Context: an optimization exercise on an open-source flow, tuned for small area and a short achievable clock period. The choices shown serve that exercise and are no tape-out recipe. At most, simulation tests tie the RTL to the original design; equivalence was not proved. No functional check of the RTL was part of runs 2 to 5. Power figures rest on the tool's default switching activity, not on a simulated workload.

### flow/config.mk
export PLATFORM = sky130hd
export DESIGN_NAME = hft_fpga_low_latency
export DESIGN_NICKNAME = hft_fpga_low_latency
export VERILOG_FILES = /design/flow/design.v
export SDC_FILE = /design/flow/constraint.sdc
export NUM_CORES = 4
export LEC_CHECK = 0
export ABC_AREA = 1
export CAP_MARGIN = 20
export CORE_MARGIN = 2
export CORE_UTILIZATION = 75
export CTS_BUF_LIST = sky130_fd_sc_hd__clkbuf_4 sky130_fd_sc_hd__clkbuf_8
export SETUP_SLACK_MARGIN = 2.18
export SLEW_MARGIN = 20
### flow/constraint.sdc
create_clock -name core_clock -period 4.0 [get_ports {core_clk}]
set_input_delay 0.8000 -clock core_clock [delete_from_list [all_inputs] [get_ports {core_clk}]]
set_output_delay 0.8000 -clock core_clock [all_outputs]
set_load 0.01 [all_outputs]
### flow/design.v
`timescale 1ns / 1ps
module cla_carry #(
    parameter W = 32,
    parameter L = 5          
    ) (
    input wire [W-1:0] g,
    input wire [W-1:0] p,
    output wire c
    );
    wire [W-1:0] gk [0:L];   
    wire [W-1:0] pk [0:L];   
    assign gk[0] = g;
    assign pk[0] = p;
    genvar k, i;
    generate
        for (k = 1; k <= L; k = k + 1) begin : lvl
            for (i = 0; i < (W >> k); i = i + 1) begin : node
                assign gk[k][i] = gk[k-1][2*i+1] | (pk[k-1][2*i+1] & gk[k-1][2*i]);
                assign pk[k][i] = pk[k-1][2*i+1] & pk[k-1][2*i];
            end
            assign gk[k][W-1:(W >> k)] = {(W - (W >> k)){1'b0}};
            assign pk[k][W-1:(W >> k)] = {(W - (W >> k)){1'b0}};
        end
    endgenerate
    assign c = gk[L][0];
endmodule
`timescale 1ns / 1ps
module hft_fpga_low_latency(
    input wire core_clk,
    input wire reset,
    input wire cfg_we,
    input wire [1:0] cfg_addr,
    input wire [31:0] cfg_wdata,
    input wire [63:0] raw_market_data,
    input wire raw_valid,
    output wire [127:0] mg_tx_data,
    output wire mg_tx_valid
    );
    reg [31:0] threshold_n;      
    reg [31:0] risk_min_n;       
    reg [31:0] risk_max_n;       
    always @(posedge core_clk) begin
        if (reset) begin
            threshold_n <= ~32'd1000;
            risk_min_n <= ~32'd1000;
            risk_max_n <= ~32'd5000;
        end else if (cfg_we) begin
            case (cfg_addr)
                2'd0: threshold_n <= ~cfg_wdata;
                2'd1: risk_min_n <= ~cfg_wdata;
                2'd2: risk_max_n <= ~cfg_wdata;
                default: ;
            endcase
        end
    end
    wire [31:0] price = raw_market_data[31:0];
    wire below_threshold;    
    wire below_min;          
    wire above_max;          
    cla_carry #(.W(32), .L(5)) u_cmp_thr (
        .g(~(threshold_n | price)), .p(~(threshold_n & price)), .c(below_threshold));
    cla_carry #(.W(32), .L(5)) u_cmp_min (
        .g(~(risk_min_n | price)), .p(~(risk_min_n & price)), .c(below_min));
    cla_carry #(.W(32), .L(5)) u_cmp_max (
        .g(price & risk_max_n), .p(price | risk_max_n), .c(above_max));
    wire approve = raw_valid && (raw_market_data[63:56] == 8'h01) &&
                   below_threshold && !below_min && !above_max;
    reg [55:0] order_data;
    always @(posedge core_clk) begin
        order_data <= raw_market_data[55:0];
    end
    reg [31:0] order_seq;
    reg order_valid;
    reg order_count;
    wire [31:0] seq_ones_below;
    assign seq_ones_below[0] = 1'b1;
    genvar gi;
    generate
        for (gi = 1; gi < 32; gi = gi + 1) begin : g_ones
            assign seq_ones_below[gi] = &order_seq[gi-1:0];
        end
    endgenerate
    always @(posedge core_clk) begin
        if (reset) begin
            order_seq <= 32'd0;
            order_count <= 1'b0;
        end else begin
            order_seq <= order_seq ^ ({32{order_count}} & seq_ones_below);
            order_count <= approve;
        end
    end
    always @(posedge core_clk or posedge reset) begin
        if (reset)
            order_valid <= 1'b0;
        else
            order_valid <= approve;
    end
    assign mg_tx_data = {order_seq, 8'h01, order_data, 32'h0000_0000};
    assign mg_tx_valid = order_valid;
endmodule
### flow/flow/run.sh
#!/bin/bash
set -euo pipefail
cts_bufs=$(sed -n 's/^export CTS_BUF_LIST *= *//p' config.mk)
bash standard.sh synth > synth.log 2>&1
bash standard.sh finish \
  BUFFER_PORTS_ARGS="-buffer_cell sky130_fd_sc_hd__buf_1" \
  SKIP_REPAIR_TIE_FANOUT=1 \
  CTS_ARGS="-sink_clustering_enable -repair_clock_nets -dont_use_dummy_load -buf_list {$cts_bufs}" \
  > layout.log 2>&1
### flow/standard.sh
#!/bin/bash
# synth_recipe.tcl (not shown) runs the flow's synth.tcl, then flattens the netlist and writes it again
# the make line also repeats each setting of config.mk as NAME=value (left out here)
make -C /OpenROAD-flow-scripts/flow DESIGN_CONFIG=/design/flow/config.mk WORK_HOME=/design/flow/orfs CLKGATE_MAP_FILE= SYNTH_SCRIPT=/design/flow/synth_recipe.tcl "${@:-finish}"
==> results of run 1 <==
-- layer usage --
layer	part of all wire (%)	GRT usage, %
met1	40	36.93
met4	1.9	11.81
met3	6.4	6.051
met5	0	0
met2	51	56.31
-- flip-flops by register name, summed over array words and instances, names as in the netlist --
signal / cells
order_count: 1
order_data: 56
order_seq: 32
order_valid: 1
risk_max_n: 32
risk_min_n: 32
threshold_n: 32
-- final cells by class --
cell class / instances / area, sq um
Timing Repair Buffer: 201 / 855.8
Inverter: 64 / 247.7
Multi-Input combinational cell: 676 / 3277
Tap cell: 133 / 166.4
Clock buffer: 17 / 234.0
Sequential cell: 186 / 3762
Fill cell: 586 / 1276
-- logic make-up (layout without fill, tap and decap cells) --
logic type      Yosys count  count (layout)  share of synthesized area (%)
other cells               2               2                        0.09814
simple gates            382             382                          22.29
compound gates          290             290                          19.64
fa+ha+maj                 1               1                         0.1635
xor+xnor                  1               1                         0.1145
buf+inv                 137             282                          8.976
flops                   186             186                          48.72
-- placed cells by master, fill, tap and decap left out, drive strengths merged, types with 2 or more instances in the layout --
cell type and count:
nand3b 2, conb 2, or2 17, o22a 4
a21oi 133, nor3 12, o21a 2, clkinvlp 2
o21ai 132, o22ai 9, clkbuf 41, nand2 194
o211ai 3, nand4 10, nand3 33, nor2b 2
nor2 110, buf 177, a31oi 5, inv 61
dfxtp 185
-- power breakdown --
group / internal (W) / switching [W]
clock network: 0.000377 / 0.000547
logic: 0.000124 / 0.000236
registers: 0.00193 / 0.0000445
total: 0.00243 / 0.000828
-- per-stage QoR --
| stage | worst slack (ps) | instance area (sq um) |
|---|---|---|
| 2_1_floorplan | 2218 | 7652 |
| 3_3_place_gp | 1535 | 8129 |
| 3_5_place_dp | 1492 | 8129 |
| 4_1_cts | 2181 | 8414 |
| 5_1_grt | 2154 | 8543 |
| 6_report | 2199 | 8543 |
-- repair_timing --
action / 4_1_cts / 5_1_grt
endpoints found under the setup margin: 68 / 66
resized for setup: 22 / 48
cloned: 0 / 0
setup buffers: 1 / 5
hold buffers: 0 / 0
pin swaps: 0 / 8
-- worst paths after layout --
kind / start / endpoint / slack, ps / depth (start not counted)
worst max-delay path: order_seq[27]$_SDFF_PP0_ / mg_tx_data[123] / 2200 / 1
worst max register to register: order_seq[7]$_SDFF_PP0_ / order_seq[22]$_SDFF_PP0_ / 2330 / 8
max in group asynchronous: reset / order_valid$_DFF_PP0_ / 3230 / 2
min in group core_clock: raw_market_data[33] / order_data[33]$_DFF_P_ / 440 / 1
worst min-delay path: reset / order_valid$_DFF_PP0_ / 440 / 2
worst min register to register: order_seq[4]$_SDFF_PP0_ / order_seq[4]$_SDFF_PP0_ / 470 / 1
==> results.py, run 1 <==
metrics = {
    "timing": {
        "fin_skew_ps": 26.23,
        "slew_violations": 0,
        "tightest_slew_ps": 978.7,
        "final.period_utilization_pct": 45.03,
        "setup_violations": 0,
        "hold_viol": 0,
        "setup_tns_ps": 0,
        "hold_slack_ps": 436.0,
        "clock.fmax_mhz": 555.2,
        "period_minus_slack_ps": 1801,
        "slew_headroom_pct": 34.75,
        "rsz0062_at_grt": "true",
    },
    "clock_tree": {
        "cts_buffers": 17,
        "cts_tree": "built",
        "h-tree-depth": 4,
        "clk_pin_slew_ps": 80,
        "cts_sinks": 186,
        "clk_root_buffer_cell": "clkbuf_8",
        "clk_latency_ps": 440,
        "clock_path_buffers": 2,
    },
    "detailed_routing": {
        "via_count": 7246,
        "postRouteAntennaNets": 0,
        "wl_microns": 18030,
        "vias_per_cell": 5.674,
        "wl_per_cell_microns": 14.12,
        "drc": 0,
        "drt_iter0_drc": 506,
        "drt_pre_antenna_iters": 6,
    },
    "cells_and_area": {
        "drive_gt1_share_pct": 10.05,
        "syn_to_final_growth_pct": 11.64,
        "post-route-util_pct": 87.00,
        "n_antenna_cell": 0,
        "layout.nets": 1249,
        "fin_cells": 1277,
    },
    "floorplan": {
        "start_util_pct": 77.93,
        "die_h_microns": 105.0,
        "io_pins": 231,
        "core_sq_um": 9819,
        "rows": 36,
        "die_w_microns": 105.0,
        "fp.dieArea_sq_um": 11030,
    },
    "yosys": {
        "yosysUniqueCellTypes": 43,
        "synth_top_area_share_pct": 48.40,
        "synth-main-ff-cell": "dfxtp_1",
        "syn-cell-area_sq_um": 7652,
        "yosysTopAreaCell": "dfxtp_1",
        "synth-seq-area-share_pct": 48.72,
        "ys_async_sr_fraction_pct": 0.5376,
        "synth_seq_cells": 186,
        "synth_nets": 1102,
        "synthCells": 999,
        "synth.most_common_cell": "nand2_1",
        "netlist_top_cells_area": "dfxtp_1 48%, nand2_1 9.3%, a21oi_1 8.7%",
        "synth.avg_cell_area_sq_um": 7.660,
        "yosys_warnings": 2,
        "synth_commonest_cells": "190 x nand2_1, 185 x dfxtp_1, 133 x a21oi_1",
        "synth_edf_count": 0,
    },
    "worst_setup_path": {
        "crit_family": "flip-flops",
        "cp_num_buf_inv": 1,
        "critical_path_class": "reg -> out",
        "cp-start-kind": "flop",
        "cp-end-kind": "output pin",
        "crit_required_ps": 3200,
        "critPathArrivalTime_ps": 1000,
        "path_cells": "buf_1",
        "slowest_stage": "dfxtp_1",
        "crit_path_max_fanout": 4,
        "max_stage_delay_ps": 380,
    },
    "min_path": {
        "hold_class": "in -> async",
    },
    "global_route": {
        "grt_pass1_wl_microns": 28490,
        "grt_usage_pct": 31.37,
        "grt_overflow": 0,
        "grt_pass1_vias": 6549,
        "antenna_found_initial": 0,
        "grt_max_degree": 93,
    },
    "power": {
        "p_total_w": 0.003258,
        "peakVddDrop_mv": 0.3259,
        "p_leak_nw": 3.695,
        "power_per_cell_area_nw_per_um2": 381.4,
    },
    "run_status": {
        "status": "finished clean",
    },
    "place": {
        "dp_hpwl_microns": 12210,
        "dpl.cell_count": 1254,
        "portBuffers": 190,
        "gp_congestion": 0.8443,
    },
    "flow_run": {
        "maxCapViolCount": 0,
    },
}
Testbench counts, summed over its fixed seeds: latency cycles 3,243, orders 3,243.
==> inputs of run 2 (changes only) <==
--- a/flow/design.v
+++ b/flow/design.v
@@ -71,7 +71,6 @@
     end
     reg [31:0] order_seq;
     reg order_valid;
-    reg order_count;
     wire [31:0] seq_ones_below;
     assign seq_ones_below[0] = 1'b1;
     genvar gi;
@@ -81,13 +80,10 @@
         end
     endgenerate
     always @(posedge core_clk) begin
-        if (reset) begin
+        if (reset)
             order_seq <= 32'd0;
-            order_count <= 1'b0;
-        end else begin
-            order_seq <= order_seq ^ ({32{order_count}} & seq_ones_below);
-            order_count <= approve;
-        end
+        else
+            order_seq <= order_seq ^ ({32{order_valid}} & seq_ones_below);
     end
     always @(posedge core_clk or posedge reset) begin
         if (reset)
--- a/flow/config.mk
+++ b/flow/config.mk
@@ -8,7 +8,7 @@
 export ABC_AREA = 1
 export CAP_MARGIN = 20
 export CORE_MARGIN = 2
-export CORE_UTILIZATION = 75
+export CORE_UTILIZATION = 40
 export CTS_BUF_LIST = sky130_fd_sc_hd__clkbuf_4 sky130_fd_sc_hd__clkbuf_8
-export SETUP_SLACK_MARGIN = 2.18
+export SETUP_SLACK_MARGIN = 2.15
 export SLEW_MARGIN = 20
==> results.py, run 2 <==
metrics = {
    "cells_and_area": {
        "largest_reg_flops": 56,
        "layout.nets": 1268,
        "fill_cells": 1921,
        "mostFrequentLayoutCell": "nand2_1",
        "fin_cells": 1397,
        "multiInputGateArea_sq_um": 3254,
        "n_antenna_cell": 0,
        "syn_to_final_growth_pct": 13.18,
        "regArea_sq_um": 3734,
        "drive_gt1_share_pct": 8.684,
        "top_register": "order_data",
        "final_cell_mix": "201 x nand2_1, 176 x buf_1, 167 x dfxtp_1, 141 x a21oi_1, 125 x o21ai_0",
    },
    "floorplan": {
        "start_util_pct": 40.81,
        "core_sq_um": 18710,
        "die_w_microns": 142.1,
        "io_pins": 231,
        "fp.dieArea_sq_um": 20210,
        "rows": 50,
        "die_h_microns": 142.1,
    },
    "clock_tree": {
        "h-tree-depth": 4,
        "cts_sinks": 185,
        "clock_path_buffers": 2,
        "cts_tree": "built",
        "cts_buffers": 17,
        "clk_pin_slew_ps": 100,
        "clk_latency_ps": 460,
        "ctsHoldBuffers": 0,
        "clk_root_buffer_cell": "clkbuf_8",
    },
    "flow_run": {
        "maxCapViolCount": 0,
    },
    "timing": {
        "setup_tns_ps": 0,
        "hold_slack_ps": 417.7,
        "slew_violations": 0,
        "final.period_utilization_pct": 45.24,
        "period_minus_slack_ps": 1810,
        "hold_viol": 0,
        "fin_skew_ps": 25.70,
        "tightest_slew_ps": 1038,
        "slew_headroom_pct": 30.81,
        "setup_violations": 0,
        "clock.fmax_mhz": 552.6,
        "rsz0062_at_grt": "true",
    },
    "worst_setup_path": {
        "cp_num_buf_inv": 1,
        "critPathArrivalTime_ps": 1010,
        "path_cells": "clkbuf_2",
        "max_stage_delay_ps": 440,
        "critical_path_class": "reg -> out",
        "cp-end-kind": "output pin",
        "slowest_stage": "dfrtp_2",
        "cp-start-kind": "flop",
        "crit_path_max_fanout": 2,
        "crit_required_ps": 3200,
        "crit_family": "flip-flops",
    },
    "yosys": {
        "synth_commonest_cells": "201 x nand2_1, 184 x dfxtp_1, 141 x a21oi_1",
        "synth.most_common_cell": "nand2_1",
        "yosys_warnings": 2,
        "yosysUniqueCellTypes": 37,
        "yosysTopAreaCell": "dfxtp_1",
        "ys_async_sr_fraction_pct": 0.5405,
        "synth_seq_cells": 185,
        "syn-cell-area_sq_um": 7634,
        "synth.avg_cell_area_sq_um": 7.528,
        "synth_edf_count": 0,
        "synth-main-ff-cell": "dfxtp_1",
        "netlist_top_cells_area": "dfxtp_1 48%, nand2_1 9.9%, a21oi_1 9.2%",
        "synthCells": 1014,
        "synth_top_area_share_pct": 48.25,
        "synth_nets": 1117,
        "synth-seq-area-share_pct": 48.58,
    },
    "place": {
        "portBuffers": 190,
        "dp_hpwl_microns": 12760,
        "gp_congestion": 0.7681,
        "dpl.cell_count": 1371,
    },
    "power": {
        "p_leak_nw": 3.550,
        "power_per_cell_area_nw_per_um2": 377.5,
        "peakVddDrop_mv": 0.1930,
    },
    "detailed_routing": {
        "drc": 0,
        "postRouteAntennaNets": 0,
        "wl_microns": 18240,
        "via_count": 6828,
        "vias_per_cell": 4.888,
        "dr.max_layer_used": "met4",
        "drt_pre_antenna_iters": 5,
        "drt_iter0_drc": 374,
        "wl_met3_microns": 1036,
        "wl_met1_microns": 8891,
        "wl_per_cell_microns": 13.06,
        "met2_length_microns": 8083,
    },
    "run_status": {
        "status": "finished clean",
    },
    "global_route": {
        "antenna_found_initial": 0,
        "grt_pass1_vias": 5917,
        "grt_usage_pct": 17.90,
        "grt_overflow": 0,
        "grt_pass1_wl_microns": 29060,
        "grt_max_degree": 94,
    },
    "min_path": {
        "hold_class": "in -> reg",
    },
}
==> run 2: cell count changes in the layout (fill, tap and decap cells not counted), moves of 6 or more <==
cell      before  now
clkbuf_2      24   11
buf_1        158  176
a21oi_1      133  141
nand3_1       30   36
nor2_1       102  108
nand2_1      190  201
==> run 2: final timing paths <==
check	slack, ps	cells after the start	start	end
setup / recovery	2190	1	order_valid$_DFF_PP0_	mg_tx_valid
hold / removal	420	1	raw_market_data[51]	order_data[51]$_DFF_P_
setup reg to reg	2310	8	order_seq[7]$_SDFF_PP0_	order_seq[30]$_SDFF_PP0_
hold reg to reg	470	1	order_seq[4]$_SDFF_PP0_	order_seq[4]$_SDFF_PP0_
max in group asynchronous	3200	2	reset	order_valid$_DFF_PP0_
min in group asynchronous	440	2	reset	order_valid$_DFF_PP0_
==> run 2: power by group <==
| part | internal (W) | leakage, nW | switching [W] |
|---|---|---|---|
| combinational | 0.000121 | 1.89 | 0.000234 |
| sequential | 0.00192 | 1.54 | 0.0000421 |
| clock | 0.000377 | 0.122 | 0.000566 |
| total | 0.00242 | 3.55 | 0.000843 |
==> run 2: final cells by class <==
cell class | count | area share, %
Sequential cell | 185 | 43.22
Tap cell | 234 | 3.389
Clock buffer | 17 | 2.708
Timing Repair Buffer | 203 | 9.920
Inverter | 65 | 2.954
Timing Repair inverter | 2 | 0.1448
Multi-Input combinational cell | 691 | 37.67
==> run 2: cell families (layout without fill, tap and decap cells) <==
logic type      Yosys count  after routing  synth area share, %
simple gates            405            405                23.23
other cells               2              2              0.09838
flops                   185            185                48.58
fa+ha+maj                 1              1               0.1639
buf+inv                 138            287                8.917
xor+xnor                  1              1               0.1148
compound gates          282            282                18.90
==> run 2: per-stage QoR <==
stage	utilization (%)	setup WS [ps]	area, sq um	power, W
after floorplan	-	2218	7634	0.002244
after detailed placement	44.19	1606	8267	0.002359
after global placement	44.19	1631	8267	0.002354
final	46.19	2190	8640	0.003261
after CTS	45.91	2160	8588	0.003311
after global routing	46.19	2125	8640	0.003441
==> run 2: routing by layer <==
metal / global-route usage, % / up-vias
met4: 5.316 / 0
met3: 3.230 / 16
met1: 24.57 / 2996
met2: 28.81 / 197
met5: 0 / -
li1: - / 3619
==> run 2: repair_timing <==
item                       4_1_cts  5_1_grt
pin swaps                        1        1
setup endpoints to repair       47       40
gates cloned                     2        0
setup buffers                    6        1
resized for setup               12       28
==> inputs of run 3 (changes only) <==
--- a/flow/config.mk
+++ b/flow/config.mk
@@ -10,5 +10,5 @@
 export CORE_MARGIN = 2
 export CORE_UTILIZATION = 40
 export CTS_BUF_LIST = sky130_fd_sc_hd__clkbuf_4 sky130_fd_sc_hd__clkbuf_8
-export SETUP_SLACK_MARGIN = 2.15
+export SETUP_SLACK_MARGIN = 2.2
 export SLEW_MARGIN = 20
==> results.py, run 3 <==
metrics = {
    "yosys": {
        "synth_top_area_share_pct": 48.25,
        "synth_fa_ha_area_share_pct": 0.1639,
        "yosysUniqueCellTypes": 37,
        "synth_top_family_by_area": "simple AND/OR/NAND/NOR gates",
        "synth_nets": 1117,
        "netlist_top_cells_area": "dfxtp_1 48%, nand2_1 9.9%, a21oi_1 9.2%",
        "synth_compound_area_share_pct": 18.90,
        "synthCells": 1014,
        "synth-simple-area-share_pct": 23.23,
        "synth.most_common_cell": "nand2_1",
        "yosys_warnings": 2,
        "synth-seq-area-share_pct": 48.58,
        "synthMuxAreaShare_pct": 0,
        "synth_commonest_cells": "201 x nand2_1, 184 x dfxtp_1, 141 x a21oi_1",
        "synth_seq_cells": 185,
        "synth_xor_area_share_pct": 0.1147,
        "ys_async_sr_fraction_pct": 0.5405,
        "syn-cell-area_sq_um": 7634,
        "synth.avg_cell_area_sq_um": 7.528,
        "synth-main-ff-cell": "dfxtp_1",
        "yosysTopAreaCell": "dfxtp_1",
        "synth_edf_count": 0,
    },
    "worst_setup_path": {
        "slowest_stage": "dfrtp_2",
        "reg2reg_depth": 11,
        "cp-start-kind": "flop",
        "critPathArrivalTime_ps": 1010,
        "crit_path_max_fanout": 2,
        "max_stage_delay_ps": 440,
        "critical_path_class": "reg -> out",
        "cp-end-kind": "output pin",
        "crit_family": "flip-flops",
        "cp_num_buf_inv": 1,
        "path_cells": "clkbuf_2",
        "crit_cells": 1,
        "crit_required_ps": 3200,
    },
    "global_route": {
        "antenna_found_initial": 0,
        "grt_max_degree": 94,
        "grt_usage_pct": 17.91,
        "grt_pass1_wl_microns": 29070,
        "grt_pass1_vias": 5920,
        "grt_overflow": 0,
    },
    "floorplan": {
        "die_h_microns": 142.1,
        "core_sq_um": 18710,
        "io_pins": 231,
        "rows": 50,
        "start_util_pct": 40.81,
        "die_w_microns": 142.1,
        "fp.dieArea_sq_um": 20210,
    },
    "cells_and_area": {
        "final_cell_mix": "201 x nand2_1, 154 x dfxtp_1, 145 x buf_1, 141 x a21oi_1, 125 x o21ai_0",
        "top_register": "order_data",
        "fin_cells": 1406,
        "post-route-util_pct": 47.23,
        "largest_reg_flops": 56,
        "drive_gt1_share_pct": 13.23,
        "syn_to_final_growth_pct": 15.74,
        "n_antenna_cell": 0,
        "layout.nets": 1277,
        "mostFrequentLayoutCell": "nand2_1",
    },
    "detailed_routing": {
        "vias_per_cell": 4.897,
        "wl_microns": 18340,
        "wl_per_cell_microns": 13.05,
        "via_count": 6885,
        "drt_pre_antenna_iters": 6,
        "drc": 0,
        "postRouteAntennaNets": 0,
        "drt_iter0_drc": 314,
    },
    "place": {
        "preCtsSetupSlack_ps": 1606,
        "portBuffers": 190,
        "dp_hpwl_microns": 12760,
        "dpl.cell_count": 1371,
        "gp_congestion": 0.7681,
    },
    "flow_run": {
        "maxCapViolCount": 0,
    },
    "timing": {
        "slew_violations": 0,
        "period_minus_slack_ps": 1813,
        "fin_skew_ps": 26.47,
        "slew_headroom_pct": 30.37,
        "final.period_utilization_pct": 45.33,
        "clock.fmax_mhz": 551.5,
        "layout_setup_ws_ps": 2187,
        "tightest_slew_ps": 1044,
        "setup_tns_ps": 0,
        "hold_viol": 0,
        "rsz0062_at_grt": "true",
        "setup_violations": 0,
    },
    "power": {
        "peakVddDrop_mv": 0.1926,
        "power_per_cell_area_nw_per_um2": 369.2,
        "p_leak_nw": 3.734,
    },
    "clock_tree": {
        "clk_latency_ps": 460,
        "clk_pin_slew_ps": 100,
        "cts_tree": "built",
        "cts_buffers": 17,
        "clock_path_buffers": 2,
        "clk_root_buffer_cell": "clkbuf_8",
        "cts_sinks": 185,
        "h-tree-depth": 4,
    },
    "min_path": {
        "hold_class": "in -> reg",
        "holdPathStages": 1,
    },
    "run_status": {
        "status": "finished clean",
    },
}
[run 3: power by group]
group	switching, W	internal, W
logic	0.000236	0.000126
registers	0.0000421	0.00191
clock network	0.000568	0.000377
[run 3: final timing paths]
check	from	to	slack [ps]
worst max register to register	order_valid$_DFF_PP0_	order_seq[24]$_SDFF_PP0_	2360
min in group asynchronous	reset	order_valid$_DFF_PP0_	440
worst min register to register	order_seq[4]$_SDFF_PP0_	order_seq[4]$_SDFF_PP0_	470
worst max-delay path	order_valid$_DFF_PP0_	mg_tx_valid	2190
max in group asynchronous	reset	order_valid$_DFF_PP0_	3200
worst min-delay path	raw_market_data[51]	order_data[51]$_DFF_P_	420
[run 3: logic make-up (layout without fill, tap and decap cells)]
kind of cell,count (synthesis),in the layout
other cells,2,2
buf+inv,138,296
fa+ha+maj,1,1
compound gates,282,282
simple gates,405,405
flops,185,185
xor+xnor,1,1
[run 3: area by class of cell]
class / count / area, sq um
fillers: 1909 / 9871
well taps: 234 / 292.8
multi-input cells: 691 / 3258
repair inverters: 2 / 12.51
clock buffers: 17 / 234.0
repair buffers: 212 / 1007
flip-flops and latches: 185 / 3775
inverters: 65 / 255.2
[run 3: per-layer routing]
metal | vias up | share of wire, % | track usage [%] | wire length, microns
met5 | - | 0 | 0 | 0
met4 | 0 | 1.3 | 5.316 | 239
met3 | 24 | 5.4 | 3.230 | 983
met2 | 194 | 45 | 28.83 | 8234
met1 | 3032 | 48 | 24.57 | 8887
li1 | 3635 | - | - | -
[run 3: per-stage QoR]
step | area, sq um | hold WS [ps] | power (W)
6_report | 8835 | 416.4 | 0.003262
3_5_place_dp | 8267 | 459.1 | 0.002359
5_1_grt | 8835 | 374.1 | 0.003439
4_1_cts | 8622 | 390.1 | 0.003311
2_1_floorplan | 7634 | 442.5 | 0.002244
3_3_place_gp | 8267 | 450.6 | 0.002354
[run 3: timing repair]
item | CTS | global route
setup buffers | 6 | 10
gates resized for setup | 40 | 63
gates cloned | 2 | 0
pin swaps | 1 | 3
endpoints found under the setup margin | 70 | 78
hold buffers | 0 | 0
==> inputs of run 4 (changes only) <==
--- a/flow/config.mk
+++ b/flow/config.mk
@@ -8,7 +8,7 @@
 export ABC_AREA = 1
 export CAP_MARGIN = 20
 export CORE_MARGIN = 2
-export CORE_UTILIZATION = 40
+export CORE_UTILIZATION = 55
 export CTS_BUF_LIST = sky130_fd_sc_hd__clkbuf_4 sky130_fd_sc_hd__clkbuf_8
 export SETUP_SLACK_MARGIN = 2.2
 export SLEW_MARGIN = 20
==> results.py, run 4 <==
metrics = {
    "worst_setup_path": {
        "cp_num_buf_inv": 1,
        "critPathArrivalTime_ps": 1050,
        "crit_family": "flip-flops",
        "path_cells": "buf_6",
        "crit_path_max_fanout": 2,
        "critical_path_class": "reg -> out",
        "crit_required_ps": 3200,
        "max_stage_delay_ps": 490,
        "cp-end-kind": "output pin",
        "slowest_stage": "dfrtp_4",
        "cp-start-kind": "flop",
    },
    "floorplan": {
        "start_util_pct": 55.64,
        "io_pins": 231,
        "die_w_microns": 121.8,
        "rows": 43,
        "fp.dieArea_sq_um": 14840,
        "core_sq_um": 13720,
        "die_h_microns": 121.8,
    },
    "yosys": {
        "synth.avg_cell_area_sq_um": 7.528,
        "syn-cell-area_sq_um": 7634,
        "synth_top_area_share_pct": 48.25,
        "yosys_warnings": 2,
        "synth_seq_cells": 185,
        "synth-main-ff-cell": "dfxtp_1",
        "synth_commonest_cells": "201 x nand2_1, 184 x dfxtp_1, 141 x a21oi_1",
        "synth.most_common_cell": "nand2_1",
        "synth_nets": 1117,
        "ys_async_sr_fraction_pct": 0.5405,
        "yosysTopAreaCell": "dfxtp_1",
        "synth-seq-area-share_pct": 48.58,
        "synth_edf_count": 0,
        "yosysUniqueCellTypes": 37,
        "synthCells": 1014,
        "netlist_top_cells_area": "dfxtp_1 48%, nand2_1 9.9%, a21oi_1 9.2%",
    },
    "cells_and_area": {
        "fill_cells": 1309,
        "layout.nets": 1283,
        "fin_cells": 1358,
        "syn_to_final_growth_pct": 15.18,
        "largest_reg_flops": 56,
        "mostFrequentLayoutCell": "nand2_1",
        "n_antenna_cell": 0,
        "top_register": "order_data",
        "drive_gt1_share_pct": 13.07,
        "post-route-util_pct": 64.09,
        "final_cell_mix": "201 x nand2_1, 156 x dfxtp_1, 147 x buf_1, 141 x a21oi_1, 125 x o21ai_0",
    },
    "timing": {
        "slew_headroom_pct": 32.81,
        "final.period_utilization_pct": 46.23,
        "slew_violations": 0,
        "clock.fmax_mhz": 540.8,
        "period_minus_slack_ps": 1849,
        "setup_violations": 0,
        "layout_setup_ws_ps": 2151,
        "hold_viol": 0,
        "tightest_slew_ps": 1008,
        "setup_tns_ps": 0,
        "rsz0062_at_grt": "true",
        "fin_skew_ps": 33.54,
    },
    "clock_tree": {
        "clk_pin_slew_ps": 100,
        "clk_root_buffer_cell": "clkbuf_8",
        "cts_buffers": 17,
        "cts_tree": "built",
        "clock_path_buffers": 2,
        "ctsHoldBuffers": 0,
        "cts_sinks": 185,
        "h-tree-depth": 4,
        "clk_latency_ps": 460,
    },
    "power": {
        "power_per_cell_area_nw_per_um2": 369.2,
        "peakVddDrop_mv": 0.2567,
        "p_int_w": 0.002418,
        "sw_frac_of_total_pct": 25.51,
        "p_seq_share_pct": 60.4,
        "p_leak_nw": 3.759,
        "p_total_w": 0.003246,
        "power_frac_comb_pct": 10.9,
        "pwr-share-clk_pct": 28.7,
        "p_switching_w": 0.0008280,
    },
    "detailed_routing": {
        "postRouteAntennaNets": 0,
        "drt_iter0_drc": 337,
        "vias_per_cell": 5.077,
        "drt_pre_antenna_iters": 5,
        "wl_per_cell_microns": 12.69,
        "wl_microns": 17230,
        "drc": 0,
        "via_count": 6894,
    },
    "min_path": {
        "hold_class": "in -> reg",
    },
    "global_route": {
        "grt_max_degree": 94,
        "antenna_found_initial": 0,
        "grt_pass1_wl_microns": 27210,
        "grt_usage_pct": 23.09,
        "grt_overflow": 0,
        "grt_pass1_vias": 5827,
    },
    "place": {
        "dpl.cell_count": 1317,
        "portBuffers": 190,
        "gp_congestion": 0.8034,
        "dp_hpwl_microns": 12200,
        "preCtsSetupSlack_ps": 1644,
    },
    "run_status": {
        "status": "finished clean",
    },
    "flow_run": {
        "maxCapViolCount": 0,
    },
}
## run 4: cell counts after synthesis
No cell type changed its count.
## run 4: final cells by class
type	instances	area (sq um)	area share, %
clock buffer	17	234.0	2.661
inverter	65	255.2	2.903
multi-input combinational	691	3257	37.04
sequential	185	3762	42.79
tap	180	225.2	2.562
timing repair buffer	219	1051	11.95
timing repair inverter	1	7.507	0.08538
## run 4: path summary, 6_finish.rpt
| path | startpoint | endpoint | slack, ps | cells after the start |
|---|---|---|---|---|
| setup reg to reg | order_valid$_DFF_PP0_ | order_seq[24]$_SDFF_PP0_ | 2300 | 12 |
| min in group asynchronous | reset | order_valid$_DFF_PP0_ | 440 | 2 |
| setup / recovery | order_valid$_DFF_PP0_ | mg_tx_valid | 2150 | 1 |
| max in group asynchronous | reset | order_valid$_DFF_PP0_ | 3180 | 2 |
| hold reg to reg | order_seq[4]$_SDFF_PP0_ | order_seq[4]$_SDFF_PP0_ | 470 | 1 |
| hold / removal | raw_market_data[47] | order_data[47]$_DFF_P_ | 420 | 1 |
## run 4: per-layer routing
metal,vias up,part of all wire (%),GRT usage (%)
met1,3089,47,29.12
li1,3636,-,-
met4,0,1.5,7.759
met5,-,0,0
met2,153,47,38.97
met3,16,4.6,5.384
## run 4: cell families (layout without fill, tap and decap cells)
logic type / Yosys count / after routing / share of synthesized area [%]
flops: 185 / 185 / 48.58
simple gates: 405 / 405 / 23.23
fa+ha+maj: 1 / 1 / 0.1639
compound gates: 282 / 282 / 18.90
other cells: 2 / 2 / 0.09838
buf+inv: 138 / 302 / 8.917
xor+xnor: 1 / 1 / 0.1148
## run 4: power groups by stage
| stage | combinational [W] | clock [W] | sequential (W) |
|---|---|---|---|
| floorplan | 0.000230 | 0 | 0.00201 |
| global placement | 0.000343 | 0 | 0.00201 |
| detailed placement | 0.000348 | 0 | 0.00201 |
| CTS | 0.000353 | 0.000967 | 0.00196 |
| global route | 0.000407 | 0.00104 | 0.00197 |
| finish | 0.000354 | 0.000932 | 0.00196 |
## run 4: repair_timing
item	in CTS	in global routing
buffers inserted	7	16
hold endpoints to repair	0	0
gates resized for setup	41	56
gates cloned	1	0
pin swaps	1	4
endpoints found under the setup margin	58	102
## run 4: metrics by stage
step / hold slack (ps) / area (sq um)
after floorplan: 442.5 / 7634
after global placement: 452.0 / 8199
after detailed placement: 462.2 / 8199
after CTS: 396.2 / 8549
after global routing: 378.2 / 8792
final: 422.6 / 8792
==> inputs of run 5 (changes only) <==
--- a/flow/config.mk
+++ b/flow/config.mk
@@ -8,7 +8,7 @@
 export ABC_AREA = 1
 export CAP_MARGIN = 20
 export CORE_MARGIN = 2
-export CORE_UTILIZATION = 55
+export CORE_UTILIZATION = 40
 export CTS_BUF_LIST = sky130_fd_sc_hd__clkbuf_4 sky130_fd_sc_hd__clkbuf_8
-export SETUP_SLACK_MARGIN = 2.2
+export SETUP_SLACK_MARGIN = 2.18
 export SLEW_MARGIN = 20
==> results.py, run 5 <==
metrics = {
    "yosys": {
        "ys_async_sr_fraction_pct": 0.5405,
        "netlist_top_cells_area": "dfxtp_1 48%, nand2_1 9.9%, a21oi_1 9.2%",
        "syn-cell-area_sq_um": 7634,
        "synth.avg_cell_area_sq_um": 7.528,
        "synthCells": 1014,
        "synth_top_area_share_pct": 48.25,
        "yosysTopAreaCell": "dfxtp_1",
        "synth-seq-area-share_pct": 48.58,
        "synth_edf_count": 0,
        "yosys_warnings": 2,
        "synth-main-ff-cell": "dfxtp_1",
        "synth_seq_cells": 185,
        "synth.most_common_cell": "nand2_1",
        "yosysUniqueCellTypes": 37,
        "synth_commonest_cells": "201 x nand2_1, 184 x dfxtp_1, 141 x a21oi_1",
        "synth_nets": 1117,
    },
    "worst_setup_path": {
        "r2r_start": "order_valid$_DFF_PP0_",
        "crit_path_max_fanout": 2,
        "crit_required_ps": 3200,
        "crit_family": "flip-flops",
        "reg2reg_slack_ps": 2370,
        "crit_cells": 1,
        "critPathArrivalTime_ps": 1000,
        "reg2reg_depth": 11,
        "slowest_stage": "dfrtp_2",
        "cp-start-kind": "flop",
        "reg2reg_to": "order_seq[20]$_SDFF_PP0_",
        "critical_path_class": "reg -> out",
        "max_stage_delay_ps": 430,
        "critPathCapture": "mg_tx_valid",
        "path_cells": "clkbuf_2",
        "crit_start": "order_valid$_DFF_PP0_",
        "cp_num_buf_inv": 1,
        "cp-end-kind": "output pin",
    },
    "timing": {
        "fin_skew_ps": 28.07,
        "setup_tns_ps": 0,
        "hold_slack_ps": 417.5,
        "rsz0062_at_grt": "true",
        "period_minus_slack_ps": 1805,
        "setup_violations": 0,
        "slew_headroom_pct": 31.21,
        "slew_violations": 0,
        "clock.fmax_mhz": 554.0,
        "final.period_utilization_pct": 45.12,
        "hold_viol": 0,
        "tightest_slew_ps": 1032,
    },
    "detailed_routing": {
        "drt_pre_antenna_iters": 4,
        "postRouteAntennaNets": 0,
        "drc": 0,
        "drt_iter0_drc": 378,
        "wl_per_cell_microns": 13.05,
        "wl_microns": 18260,
        "via_count": 6819,
        "vias_per_cell": 4.871,
    },
    "run_status": {
        "status": "finished clean",
    },
    "clock_tree": {
        "clk_pin_slew_ps": 110,
        "clk_latency_ps": 460,
        "cts_buffers": 17,
        "cts_tree": "built",
        "h-tree-depth": 4,
        "clock_path_buffers": 2,
        "cts_sinks": 185,
        "clk_root_buffer_cell": "clkbuf_8",
    },
    "power": {
        "p_switching_w": 0.0008419,
        "peakVddDrop_mv": 0.1907,
        "p_seq_share_pct": 60.1,
        "power_per_cell_area_nw_per_um2": 373.7,
        "p_int_w": 0.002418,
        "power_frac_comb_pct": 11.0,
        "sw_frac_of_total_pct": 25.83,
        "p_leak_nw": 3.642,
        "pwr-share-clk_pct": 28.9,
    },
    "place": {
        "dpl.cell_count": 1371,
        "placed_cell_area_sq_um": 8267,
        "gp_congestion": 0.7681,
        "portBuffers": 190,
        "dp_hpwl_microns": 12760,
    },
    "global_route": {
        "grt_overflow": 0,
        "grt_usage_pct": 17.90,
        "grt_pass1_wl_microns": 29060,
        "antenna_found_initial": 0,
        "grt_max_degree": 94,
        "grt_pass1_vias": 5917,
    },
    "floorplan": {
        "io_pins": 231,
        "rows": 50,
        "die_h_microns": 142.1,
        "core_sq_um": 18710,
        "die_w_microns": 142.1,
        "fp.dieArea_sq_um": 20210,
        "start_util_pct": 40.81,
    },
    "cells_and_area": {
        "mostFrequentLayoutCell": "nand2_1",
        "top_register": "order_data",
        "largest_reg_flops": 56,
        "n_antenna_cell": 0,
        "layout.nets": 1271,
        "multiInputGateArea_sq_um": 3259,
        "fin_cells": 1400,
        "drive_gt1_share_pct": 11.23,
        "fill_cells": 1908,
        "syn_to_final_growth_pct": 14.26,
        "regArea_sq_um": 3754,
        "final_cell_mix": "201 x nand2_1, 159 x dfxtp_1, 158 x buf_1, 141 x a21oi_1, 125 x o21ai_0",
        "design_area_sq_um": 8722,
    },
    "min_path": {
        "hold_class": "in -> reg",
    },
    "flow_run": {
        "maxCapViolCount": 0,
    },
}
## run 5: changes by cell type in the layout (fill, tap and decap cells not counted), sizes merged
cell / change
buf: -16
clkbuf: +3
clkinvlp: +1
## run 5: power groups by stage
stage / sequential [W] / clock, W / combinational [W]
after floorplan: 0.00201 / 0 / 0.000230
after global placement: 0.00201 / 0 / 0.000348
after detailed placement: 0.00201 / 0 / 0.000353
after CTS: 0.00196 / 0.000989 / 0.000358
after global routing: 0.00197 / 0.00106 / 0.000409
final: 0.00196 / 0.000942 / 0.000357
## run 5: stage by stage
stage                     utilization [%]  setup slack, ps  power, W
after floorplan                         -             2218  0.002244
after global placement              44.19             1631  0.002354
after detailed placement            44.19             1606  0.002359
after CTS                           45.99             2162  0.003311
after global routing                46.63             2125  0.003440
final                               46.63             2195  0.003260
## run 5: timing repair
item / 4_1_cts / 5_1_grt
resized for setup: 24 / 50
pin swaps: 1 / 1
setup endpoints to repair: 62 / 60
buffers inserted: 6 / 4
gates cloned: 2 / 0
endpoints found under the hold margin: 0 / 0
hold buffers: 0 / 0
## run 5: worst min-delay path by stage
| stage | from | to | slack [ps] | cells after the start |
|---|---|---|---|---|
| global route | raw_market_data[34] | order_data[34]$_DFF_P_ | 370 | 1 |
| finish | raw_market_data[51] | order_data[51]$_DFF_P_ | 420 | 1 |
| floorplan | risk_max_n[0]$_SDFFE_PP1P_ | risk_max_n[0]$_SDFFE_PP1P_ | 440 | 2 |
| detailed placement | threshold_n[22]$_SDFFE_PP1P_ | threshold_n[22]$_SDFFE_PP1P_ | 460 | 2 |
| CTS | raw_market_data[34] | order_data[34]$_DFF_P_ | 390 | 1 |
| global placement | threshold_n[22]$_SDFFE_PP1P_ | threshold_n[22]$_SDFFE_PP1P_ | 450 | 2 |
## run 5: logic make-up after synthesis
logic type,share of synthesized area [%]
xor+xnor,0.1148
flops,48.58
buf+inv,8.917
compound gates,18.90
other cells,0.09838
simple gates,23.23
fa+ha+maj,0.1639
## run 5: per-layer routing
metal  global-route usage, %  up-vias  wire, microns
met5                       0        -              0
met4                   5.316        0            218
met3                   3.230       17           1013
met2                   28.81      193           8122
met1                   24.57     2987           8909
li1                        -     3622              -
## run 5: area by class of cell
type	instances	area share, %
Sequential cell	185	43.04
Timing Repair Buffer	206	10.49
Tap cell	234	3.357
Timing Repair inverter	2	0.1435
Inverter	65	2.926
Multi-Input combinational cell	691	37.37
Clock buffer	17	2.683
==> inputs of run 6 (changes only) <==
--- a/flow/design.v
+++ b/flow/design.v
@@ -71,6 +71,7 @@
     end
     reg [31:0] order_seq;
     reg order_valid;
+    reg order_count;
     wire [31:0] seq_ones_below;
     assign seq_ones_below[0] = 1'b1;
     genvar gi;
@@ -80,10 +81,13 @@
         end
     endgenerate
     always @(posedge core_clk) begin
-        if (reset)
+        if (reset) begin
             order_seq <= 32'd0;
-        else
-            order_seq <= order_seq ^ ({32{order_valid}} & seq_ones_below);
+            order_count <= 1'b0;
+        end else begin
+            order_seq <= order_seq ^ ({32{order_count}} & seq_ones_below);
+            order_count <= approve;
+        end
     end
     always @(posedge core_clk or posedge reset) begin
         if (reset)
--- a/flow/config.mk
+++ b/flow/config.mk
@@ -9,6 +9,6 @@
 export CAP_MARGIN = 20
 export CORE_MARGIN = 2
 export CORE_UTILIZATION = 40
-export CTS_BUF_LIST = sky130_fd_sc_hd__clkbuf_4 sky130_fd_sc_hd__clkbuf_8
+export CTS_BUF_LIST = sky130_fd_sc_hd__clkbuf_8
 export SETUP_SLACK_MARGIN = 2.18
 export SLEW_MARGIN = 20
==> results.py, run 6 <==
metrics = {
    "run_status": {
        "status": "finished clean",
    },
    "detailed_routing": {
        "drc": 0,
        "via_count": 6818,
        "drt_iter0_drc": 244,
        "vias_per_cell": 4.912,
        "postRouteAntennaNets": 0,
        "drt_pre_antenna_iters": 4,
        "wl_microns": 17770,
        "wl_per_cell_microns": 12.80,
    },
    "clock_tree": {
        "clk_root_buffer_cell": "clkbuf_8",
        "h-tree-depth": 4,
        "clock_path_buffers": 2,
        "clk_pin_slew_ps": 90,
        "cts_buffers": 17,
        "clk_latency_ps": 460,
        "cts_sinks": 186,
        "cts_tree": "built",
    },
    "worst_setup_path": {
        "critical_path_class": "reg -> out",
        "reg2reg_to": "order_seq[31]$_SDFF_PP0_",
        "cp_num_buf_inv": 1,
        "max_stage_delay_ps": 370,
        "crit_family": "flip-flops",
        "cp-end-kind": "output pin",
        "slowest_stage": "dfxtp_2",
        "reg2reg_depth": 8,
        "path_cells": "clkbuf_2",
        "critPathArrivalTime_ps": 960,
        "crit_path_max_fanout": 4,
        "r2r_start": "order_seq[7]$_SDFF_PP0_",
        "cp-start-kind": "flop",
        "reg2reg_slack_ps": 2360,
        "crit_required_ps": 3200,
    },
    "yosys": {
        "synth_top_family_by_area": "simple AND/OR/NAND/NOR gates",
        "synthMuxAreaShare_pct": 0,
        "yosysTopAreaCell": "dfxtp_1",
        "synth_nets": 1102,
        "yosysUniqueCellTypes": 43,
        "ys_async_sr_fraction_pct": 0.5376,
        "yosys_warnings": 2,
        "synth_seq_cells": 186,
        "synth_fa_ha_area_share_pct": 0.1635,
        "synth-seq-area-share_pct": 48.72,
        "synth.avg_cell_area_sq_um": 7.660,
        "synth_top_area_share_pct": 48.40,
        "synth_commonest_cells": "190 x nand2_1, 185 x dfxtp_1, 133 x a21oi_1",
        "synthCells": 999,
        "synth_compound_area_share_pct": 19.64,
        "synth_xor_area_share_pct": 0.1145,
        "synth.most_common_cell": "nand2_1",
        "syn-cell-area_sq_um": 7652,
        "synth-main-ff-cell": "dfxtp_1",
        "netlist_top_cells_area": "dfxtp_1 48%, nand2_1 9.3%, a21oi_1 8.7%",
        "synth-simple-area-share_pct": 22.29,
        "synth_edf_count": 0,
    },
    "floorplan": {
        "die_w_microns": 142.3,
        "rows": 50,
        "start_util_pct": 40.77,
        "io_pins": 231,
        "fp.dieArea_sq_um": 20250,
        "core_sq_um": 18770,
        "die_h_microns": 142.3,
    },
    "cells_and_area": {
        "fin_cells": 1388,
        "largest_reg_flops": 56,
        "layout.nets": 1258,
        "final_cell_mix": "190 x nand2_1, 158 x dfxtp_1, 152 x buf_1, 133 x a21oi_1, 128 x o21ai_0",
        "mostFrequentLayoutCell": "nand2_1",
        "fill_cells": 1955,
        "top_register": "order_data",
        "drive_gt1_share_pct": 11.97,
        "syn_to_final_growth_pct": 14.47,
    },
    "place": {
        "dpl.cell_count": 1356,
        "dp_hpwl_microns": 12420,
        "gp_congestion": 0.7924,
        "portBuffers": 190,
    },
    "power": {
        "power_per_cell_area_nw_per_um2": 372.9,
        "peakVddDrop_mv": 0.2015,
        "p_leak_nw": 3.781,
    },
    "flow_run": {
        "maxCapViolCount": 0,
    },
    "global_route": {
        "antenna_found_initial": 1,
        "grt_usage_pct": 17.89,
        "grt_pass1_vias": 5998,
        "grt_pass1_wl_microns": 28870,
        "grt_overflow": 0,
        "grt_max_degree": 93,
    },
    "timing": {
        "slew_violations": 0,
        "slew_headroom_pct": 29.52,
        "clock.fmax_mhz": 568.2,
        "period_minus_slack_ps": 1760,
        "setup_violations": 0,
        "rsz0062_at_grt": "true",
        "setup_tns_ps": 0,
        "fin_skew_ps": 26.97,
        "hold_viol": 0,
        "tightest_slew_ps": 1057,
        "final.period_utilization_pct": 44.00,
    },
    "min_path": {
        "hold_class": "in -> reg",
        "worstHoldStart": "raw_market_data[33]",
        "hold_end": "order_data[33]$_DFF_P_",
        "holdPathStages": 1,
    },
}
## run 6: cell types whose count changed in the layout (fill, tap and decap cells not counted), sizes merged, moves of 3 or more
cell   before  now
a21oi     141  133
o21ai     126  132
nand2     203  194
nand4      13   10
nor2      113  110
nand3      40   33
nor3       17   12
buf       185  190
a31oi       1    5
## run 6: area by class of cell
cell class,instances,area (sq um),share of cell area [%]
Clock buffer,17,234.0,2.671
Timing Repair inverter,1,7.507,0.08570
Timing Repair Buffer,209,925.9,10.57
Inverter,64,247.7,2.828
Tap cell,234,292.8,3.342
Multi-Input combinational cell,676,3269,37.32
Sequential cell,186,3780,43.15
Antenna cell,1,2.502,0.02857
## run 6: layer usage
layer | vias up | track usage (%) | routed length [microns]
met1 | 3042 | 23.36 | 8623
li1 | 3599 | - | -
met2 | 160 | 29.65 | 8087
met4 | 0 | 5.576 | 253
met5 | - | 0 | 0
met3 | 17 | 3.903 | 807
## run 6: repair_timing
action                                  CTS  global route
setup buffers                             2            11
hold buffers                              0             0
endpoints found under the setup margin   52            94
gates resized for setup                  41            42
pin swaps                                 0             1
gates cloned                              1             0
hold endpoints to repair                  0             0
## run 6: logic make-up after synthesis
| family | Yosys count |
|---|---|
| AOI/OAI and AO/OA | 290 |
| xor gates and xnor gates | 1 |
| adders and majority gates | 1 |
| buffers and inverters | 137 |
| DFF | 186 |
| other | 2 |
| and+or+nand+nor | 382 |
## run 6: per-stage QoR
stage | util (%) | power (W) | worst slack, ps | instance area, sq um | hold WS, ps
floorplan | - | 0.002253 | 2218 | 7652 | 442.5
global placement | 44.03 | 0.002359 | 1586 | 8263 | 452.0
detailed placement | 44.03 | 0.002364 | 1553 | 8263 | 459.7
CTS | 45.70 | 0.003325 | 2180 | 8577 | 381.2
global route | 46.66 | 0.003449 | 2146 | 8757 | 387.5
finish | 46.67 | 0.003266 | 2240 | 8760 | 423.3
## run 6: worst max-delay path by stage
stage | start | to | slack [ps] | cells after the start
after CTS | raw_market_data[31] | order_count$_SDFF_PP0_ | 2180 | 10
final | order_seq[17]$_SDFF_PP0_ | mg_tx_data[113] | 2240 | 1
after global routing | raw_market_data[7] | order_count$_SDFF_PP0_ | 2150 | 12
after global placement | cfg_we | threshold_n[20]$_SDFFE_PP1P_ | 1590 | 8
after detailed placement | cfg_addr[1] | threshold_n[10]$_SDFFE_PP1P_ | 1550 | 7
after floorplan | cfg_addr[0] | risk_min_n[10]$_SDFFE_PP1P_ | 2220 | 6
## run 6: where the power goes
part           total (W)  switching [W]  internal, W
logic           0.000351       0.000228     0.000124
registers        0.00197      0.0000421      0.00193
clock network   0.000946       0.000570     0.000377
total            0.00327       0.000839      0.00243
Testbench counts of run 6, summed over its fixed seeds: latency cycles 3,243, orders 3,243.
==> inputs of run 7 (changes only) <==
--- a/flow/config.mk
+++ b/flow/config.mk
@@ -9,6 +9,6 @@
 export CAP_MARGIN = 20
 export CORE_MARGIN = 2
 export CORE_UTILIZATION = 40
-export CTS_BUF_LIST = sky130_fd_sc_hd__clkbuf_8
+export CTS_BUF_LIST = sky130_fd_sc_hd__clkbuf_16
 export SETUP_SLACK_MARGIN = 2.18
 export SLEW_MARGIN = 20
==> results.py, run 7 <==
metrics = {
    "floorplan": {
        "die_w_microns": 142.3,
        "core_sq_um": 18770,
        "die_h_microns": 142.3,
        "rows": 50,
        "start_util_pct": 40.77,
        "fp.dieArea_sq_um": 20250,
        "io_pins": 231,
    },
    "detailed_routing": {
        "drc": 0,
        "drt_pre_antenna_iters": 5,
        "via_count": 6798,
        "drt_iter0_drc": 271,
        "wl_per_cell_microns": 12.86,
        "vias_per_cell": 4.919,
        "wl_microns": 17780,
        "postRouteAntennaNets": 0,
    },
    "timing": {
        "period_minus_slack_ps": 1778,
        "slew_headroom_pct": 29.28,
        "hold_viol": 0,
        "slew_violations": 0,
        "setup_tns_ps": 0,
        "fin_skew_ps": 14.51,
        "rsz0062_at_grt": "true",
        "setup_violations": 0,
        "tightest_slew_ps": 1061,
        "final.period_utilization_pct": 44.45,
        "clock.fmax_mhz": 562.4,
    },
    "yosys": {
        "synth_nets": 1102,
        "synthMuxAreaShare_pct": 0,
        "netlist_top_cells_area": "dfxtp_1 48%, nand2_1 9.3%, a21oi_1 8.7%",
        "synth_top_family_by_area": "simple AND/OR/NAND/NOR gates",
        "synth_seq_cells": 186,
        "synth_xor_area_share_pct": 0.1145,
        "yosys_warnings": 2,
        "synth.most_common_cell": "nand2_1",
        "synth_edf_count": 0,
        "synth_compound_area_share_pct": 19.64,
        "synth-seq-area-share_pct": 48.72,
        "syn-cell-area_sq_um": 7652,
        "synth-simple-area-share_pct": 22.29,
        "synth.avg_cell_area_sq_um": 7.660,
        "yosysUniqueCellTypes": 43,
        "synthCells": 999,
        "synth_fa_ha_area_share_pct": 0.1635,
        "synth_top_area_share_pct": 48.40,
        "synth_commonest_cells": "190 x nand2_1, 185 x dfxtp_1, 133 x a21oi_1",
        "synth-main-ff-cell": "dfxtp_1",
        "ys_async_sr_fraction_pct": 0.5376,
        "yosysTopAreaCell": "dfxtp_1",
    },
    "clock_tree": {
        "cts_sinks": 186,
        "clock_path_buffers": 2,
        "cts_tree": "built",
        "clk_root_buffer_cell": "clkbuf_16",
        "clk_pin_slew_ps": 70,
        "clk_latency_ps": 420,
        "ctsHoldBuffers": 0,
        "cts_buffers": 17,
        "h-tree-depth": 4,
    },
    "power": {
        "power_per_cell_area_nw_per_um2": 416.6,
        "peakVddDrop_mv": 0.2959,
        "p_leak_nw": 3.756,
    },
    "cells_and_area": {
        "layout.nets": 1252,
        "final_cell_mix": "190 x nand2_1, 170 x dfxtp_1, 166 x buf_1, 132 x a21oi_1, 126 x o21ai_0",
        "mostFrequentLayoutCell": "nand2_1",
        "top_register": "order_data",
        "post-route-util_pct": 47.26,
        "largest_reg_flops": 56,
        "syn_to_final_growth_pct": 15.91,
        "drive_gt1_share_pct": 9.590,
    },
    "min_path": {
        "holdPathStages": 1,
        "hold_end": "order_data[55]$_DFF_P_",
        "hold_class": "in -> reg",
        "worstHoldStart": "raw_market_data[55]",
    },
    "place": {
        "dp_hpwl_microns": 12420,
        "portBuffers": 190,
        "gp_congestion": 0.7924,
    },
    "worst_setup_path": {
        "r2r_start": "order_seq[7]$_SDFF_PP0_",
        "crit_path_max_fanout": 3,
        "crit_family": "flip-flops",
        "max_stage_delay_ps": 370,
        "slowest_stage": "dfxtp_1",
        "crit_required_ps": 3200,
        "cp-end-kind": "output pin",
        "reg2reg_slack_ps": 2360,
        "path_cells": "buf_1",
        "cp_num_buf_inv": 1,
        "cp-start-kind": "flop",
        "critPathArrivalTime_ps": 980,
        "critical_path_class": "reg -> out",
        "reg2reg_depth": 8,
        "reg2reg_to": "order_seq[22]$_SDFF_PP0_",
    },
    "global_route": {
        "grt_overflow": 0,
        "grt_usage_pct": 17.92,
        "grt_pass1_vias": 6030,
        "grt_max_degree": 93,
        "antenna_found_initial": 1,
        "grt_pass1_wl_microns": 28970,
    },
    "flow_run": {
        "maxCapViolCount": 0,
    },
    "run_status": {
        "status": "finished clean",
    },
}
-- run 7: cell counts after synthesis --
Identical to the previous run, type by type.
-- run 7: kinds of logic (layout without fill, tap and decap cells) --
group,count (synthesis),after routing
adder cells (fa/ha/maj),1,1
other,2,3
buffers and inverters,137,285
AO/OA/AOI/OAI,290,290
AND/OR/NAND/NOR,382,382
flip-flops,186,186
XOR/XNOR,1,1
-- run 7: power breakdown --
group / internal (W) / switching (W) / total (W)
logic: 0.000127 / 0.000230 / 0.000357
clock network: 0.000740 / 0.000624 / 0.00136
registers: 0.00193 / 0.0000421 / 0.00198
total: 0.00280 / 0.000896 / 0.00370
-- run 7: worst max path at each step --
stage | start | end | depth (start not counted)
4_1_cts | order_seq[0]$_SDFF_PP0_ | mg_tx_data[96] | 1
2_1_floorplan | cfg_addr[0] | risk_min_n[10]$_SDFFE_PP1P_ | 6
5_1_grt | order_seq[16]$_SDFF_PP0_ | order_seq[27]$_SDFF_PP0_ | 9
3_5_place_dp | cfg_addr[1] | threshold_n[10]$_SDFFE_PP1P_ | 7
6_report | order_seq[15]$_SDFF_PP0_ | mg_tx_data[111] | 1
3_3_place_gp | cfg_we | threshold_n[20]$_SDFFE_PP1P_ | 8
-- run 7: layout make-up --
class	count	area, sq um
Antenna cell	1	2.502
Timing Repair Buffer	203	867.1
Multi-Input combinational cell	676	3277
Timing Repair inverter	1	7.507
Inverter	64	247.7
Clock buffer	17	425.4
Sequential cell	186	3750
Tap cell	234	292.8
Fill cell	1935	9898
-- run 7: routing by layer --
metal  track usage, %  wire [microns]
met1            23.16            8518
met2            30.00            8172
met3            3.735             831
met4            5.888             253
met5                0               0
-- run 7: what timing repair did --
item,in CTS,in global routing
pin swaps,0,6
setup buffers,1,6
resized for setup,13,49
cloned,1,0
endpoints found under the setup margin,36,106
-- run 7: through the flow --
step	hold WS [ps]	area, sq um	std cells	setup WS (ps)	power, W
2_1_floorplan	442.5	7652	999	2218	0.002253
6_report	461.0	8870	1382	2222	0.003696
4_1_cts	435.1	8728	1375	2184	0.003740
3_3_place_gp	452.0	8263	1356	1586	0.002359
5_1_grt	440.7	8867	1381	2158	0.003874
3_5_place_dp	459.7	8263	1356	1553	0.002364
==> inputs of run 8 (changes only) <==
==> flow/flow/run.sh (replaced) <==
#!/bin/bash
set -euo pipefail
cts_bufs=$(sed -n 's/^export CTS_BUF_LIST *= *//p' config.mk)
bash standard.sh synth > synth.log 2>&1
bash standard.sh finish \
  BUFFER_PORTS_ARGS="-buffer_cell sky130_fd_sc_hd__buf_1" \
  SKIP_REPAIR_TIE_FANOUT=1 \
  CTS_ARGS="-sink_clustering_enable -repair_clock_nets -dont_use_dummy_load -root_buf sky130_fd_sc_hd__clkbuf_16 -buf_list {$cts_bufs}" \
  > layout.log 2>&1
--- a/flow/config.mk
+++ b/flow/config.mk
@@ -9,6 +9,6 @@
 export CAP_MARGIN = 20
 export CORE_MARGIN = 2
 export CORE_UTILIZATION = 40
-export CTS_BUF_LIST = sky130_fd_sc_hd__clkbuf_16
+export CTS_BUF_LIST = sky130_fd_sc_hd__clkbuf_4 sky130_fd_sc_hd__clkbuf_8
 export SETUP_SLACK_MARGIN = 2.18
 export SLEW_MARGIN = 20
==> results.py, run 8 <==
metrics = {
    "yosys": {
        "synthMuxAreaShare_pct": 0,
        "synth_top_family_by_area": "simple AND/OR/NAND/NOR gates",
        "synth_xor_area_share_pct": 0.1145,
        "synth.avg_cell_area_sq_um": 7.660,
        "synth_compound_area_share_pct": 19.64,
        "yosys_warnings": 2,
        "synth_nets": 1102,
        "yosysTopAreaCell": "dfxtp_1",
        "synth_edf_count": 0,
        "netlist_top_cells_area": "dfxtp_1 48%, nand2_1 9.3%, a21oi_1 8.7%",
        "synth.most_common_cell": "nand2_1",
        "yosysUniqueCellTypes": 43,
        "synth_top_area_share_pct": 48.40,
        "synth_commonest_cells": "190 x nand2_1, 185 x dfxtp_1, 133 x a21oi_1",
        "synth_fa_ha_area_share_pct": 0.1635,
        "synth_seq_cells": 186,
        "synthCells": 999,
        "ys_async_sr_fraction_pct": 0.5376,
        "syn-cell-area_sq_um": 7652,
        "synth-seq-area-share_pct": 48.72,
        "synth-main-ff-cell": "dfxtp_1",
        "synth-simple-area-share_pct": 22.29,
    },
    "worst_setup_path": {
        "cp-end-kind": "output pin",
        "crit_cells": 1,
        "max_stage_delay_ps": 410,
        "r2r_start": "order_seq[17]$_SDFF_PP0_",
        "critical_path_class": "reg -> out",
        "cp_num_buf_inv": 1,
        "critPathArrivalTime_ps": 970,
        "cp-start-kind": "flop",
        "reg2reg_slack_ps": 2350,
        "reg2reg_to": "order_seq[27]$_SDFF_PP0_",
        "crit_path_max_fanout": 4,
        "reg2reg_depth": 9,
        "crit_start": "order_seq[12]$_SDFF_PP0_",
        "slowest_stage": "dfxtp_1",
        "crit_required_ps": 3200,
        "crit_family": "flip-flops",
        "path_cells": "buf_1",
    },
    "timing": {
        "setup_violations": 0,
        "layout_setup_ws_ps": 2234,
        "slew_violations": 0,
        "fin_skew_ps": 26.91,
        "hold_slack_ps": 469.3,
        "slew_headroom_pct": 29.81,
        "hold_viol": 0,
        "period_minus_slack_ps": 1766,
        "final.period_utilization_pct": 44.14,
        "clock.fmax_mhz": 566.3,
        "rsz0062_at_grt": "true",
        "setup_tns_ps": 0,
        "tightest_slew_ps": 1053,
    },
    "clock_tree": {
        "cts_buffers": 17,
        "clk_pin_slew_ps": 90,
        "cts_sinks": 186,
        "clock_path_buffers": 2,
        "cts_tree": "built",
        "ctsHoldBuffers": 0,
        "clk_root_buffer_cell": "clkbuf_16",
        "h-tree-depth": 4,
        "clk_latency_ps": 390,
    },
    "global_route": {
        "grt_pass1_wl_microns": 28900,
        "antenna_found_initial": 1,
        "grt_usage_pct": 17.90,
        "grt_overflow": 0,
        "grt_max_degree": 93,
        "grt_pass1_vias": 5996,
    },
    "floorplan": {
        "rows": 50,
        "die_w_microns": 142.3,
        "core_sq_um": 18770,
        "die_h_microns": 142.3,
        "fp.dieArea_sq_um": 20250,
        "io_pins": 231,
        "start_util_pct": 40.77,
    },
    "cells_and_area": {
        "mostFrequentLayoutCell": "nand2_1",
        "syn_to_final_growth_pct": 14.24,
        "layout.nets": 1256,
        "final_cell_mix": "189 x nand2_1, 176 x dfxtp_1, 166 x buf_1, 132 x a21oi_1, 125 x o21ai_0",
        "largest_reg_flops": 56,
        "design_area_sq_um": 8742,
        "top_register": "order_data",
        "fin_cells": 1386,
        "drive_gt1_share_pct": 9.904,
    },
    "detailed_routing": {
        "wl_met1_microns": 8654,
        "met2_length_microns": 8017,
        "via_count": 6804,
        "drt_iter0_drc": 256,
        "wl_per_cell_microns": 12.78,
        "wl_met3_microns": 793,
        "wl_microns": 17720,
        "vias_per_cell": 4.909,
        "drt_pre_antenna_iters": 4,
        "drc": 0,
        "postRouteAntennaNets": 0,
        "dr.max_layer_used": "met4",
    },
    "flow_run": {
        "maxCapViolCount": 0,
    },
    "place": {
        "dpl.cell_count": 1356,
        "portBuffers": 190,
        "placed_cell_area_sq_um": 8263,
        "gp_congestion": 0.7924,
        "preCtsSetupSlack_ps": 1553,
        "dp_hpwl_microns": 12420,
    },
    "min_path": {
        "worstHoldStart": "threshold_n[30]$_SDFFE_PP1P_",
        "hold_end": "threshold_n[30]$_SDFFE_PP1P_",
        "holdPathStages": 2,
        "hold_class": "reg -> reg",
    },
    "power": {
        "p_leak_nw": 3.690,
        "peakVddDrop_mv": 0.2306,
        "power_per_cell_area_nw_per_um2": 378.7,
    },
    "run_status": {
        "status": "finished clean",
    },
}
## run 8: power breakdown
part	internal [W]	switching (W)	total [W]	leakage [nW]
clock network	0.000403	0.000571	0.000975	0.127
logic	0.000131	0.000231	0.000362	2.02
registers	0.00193	0.0000424	0.00197	1.55
total	0.00247	0.000845	0.00331	3.69
## run 8: how the worst max path moves through the flow
| stage | endpoint | slack (ps) |
|---|---|---|
| global route | order_seq[27]$_SDFF_PP0_ | 2140 |
| detailed placement | threshold_n[10]$_SDFFE_PP1P_ | 1550 |
| floorplan | risk_min_n[10]$_SDFFE_PP1P_ | 2220 |
| CTS | threshold_n[24]$_SDFFE_PP1P_ | 2160 |
| finish | mg_tx_data[108] | 2230 |
| global placement | threshold_n[20]$_SDFFE_PP1P_ | 1590 |
## run 8: area by class of cell
cell class / instances / area [sq um]
tap: 234 / 292.8
inverter: 64 / 247.7
timing repair inverter: 1 / 7.507
clock buffer: 17 / 245.2
sequential: 186 / 3742
antenna: 1 / 2.502
timing repair buffer: 207 / 904.6
multi-input combinational: 676 / 3299
fill: 1966 / 10030
## run 8: cell families (layout without fill, tap and decap cells)
logic type      after synthesis  count (layout)
other cells                   2               3
simple gates                382             382
buf+inv                     137             289
xor+xnor                      1               1
flops                       186             186
compound gates              290             290
fa+ha+maj                     1               1
## run 8: metrics by stage
| step | utilization [%] | power (W) |
|---|---|---|
| floorplan | - | 0.002253 |
| finish | 46.58 | 0.003310 |
| detailed placement | 44.03 | 0.002364 |
| global route | 46.57 | 0.003493 |
| CTS | 45.65 | 0.003354 |
| global placement | 44.03 | 0.002359 |
## run 8: per-layer routing
| layer | GRT usage (%) | up-vias |
|---|---|---|
| met4 | 5.576 | 0 |
| met1 | 23.39 | 3037 |
| met2 | 29.67 | 154 |
| li1 | - | 3596 |
| met3 | 3.903 | 17 |
| met5 | 0 | - |
## run 8: worst register-to-register path, delay by kind of cell (launching register included)
family	cells	cell delay, ps
AND/OR/NAND/NOR	7	970
buffers and inverters	1	100
flip-flops	1	410
AO/OA/AOI/OAI	1	120
## run 8: timing repair
item | in CTS | in global routing
pin swaps | 1 | 15
cloned | 1 | 0
setup buffers | 3 | 8
gates resized for setup | 7 | 62
setup endpoints to repair | 31 | 100

==> re-timing with driven ports <==
How much do the figures lean on ideal ports? The routed layouts below were timed once more, with nothing changed but the port constraints.
Step 1 (the two cells are an assumption about what drives the block):
set clk [get_ports {core_clk}]
set_driving_cell -lib_cell sky130_fd_sc_hd__clkbuf_16 $clk
set_driving_cell -lib_cell sky130_fd_sc_hd__buf_2 [delete_from_list [all_inputs] $clk]
Step 2, shift: input delay + t, output delay - t, t = (earliest + latest rising clock arrival at the registers) / 2. This alone moves slack from input paths to output paths.
Slacks: ideal ports / drivers / drivers and shift; pairs: ideal ports / drivers.
| run | shift t [ns] | setup slack, ns | worst hold slack (ns) | clock arrival spread, ns | slew at the worst register clock pin (ns) |
|---|---|---|---|---|---|
| run 1 | 0.461 | 2.199 / 2.166 / 1.831 | 0.436 / 0.425 / 0.474 | 0.034 / 0.034 | 0.09 / 0.09 |
| run 2 | 0.480 | 2.190 / 2.154 / 1.770 | 0.418 / 0.405 / 0.472 | 0.037 / 0.038 | 0.10 / 0.10 |
| run 3 | 0.483 | 2.187 / 2.150 / 1.845 | 0.416 / 0.403 / 0.468 | 0.037 / 0.037 | 0.10 / 0.10 |
| run 4 | 0.479 | 2.151 / 2.113 / 1.808 | 0.423 / 0.407 / 0.466 | 0.034 / 0.034 | 0.10 / 0.10 |
| run 5 | 0.478 | 2.195 / 2.159 / 1.764 | 0.417 / 0.405 / 0.459 | 0.040 / 0.040 | 0.11 / 0.11 |
| run 6 | 0.480 | 2.240 / 2.204 / 1.842 | 0.423 / 0.410 / 0.470 | 0.033 / 0.033 | 0.10 / 0.10 |
| run 7 | 0.457 | 2.222 / 2.179 / 1.881 | 0.461 / 0.440 / 0.462 | 0.021 / 0.020 | 0.07 / 0.07 |
| run 8 | 0.410 | 2.234 / 2.194 / 1.910 | 0.469 / 0.469 / 0.469 | 0.033 / 0.033 | 0.10 / 0.10 |
After both steps every run listed still meets setup and hold. The setup slack of run 5, which loses most, moves by -0.036 ns with the drivers and by -0.431 ns with both steps.
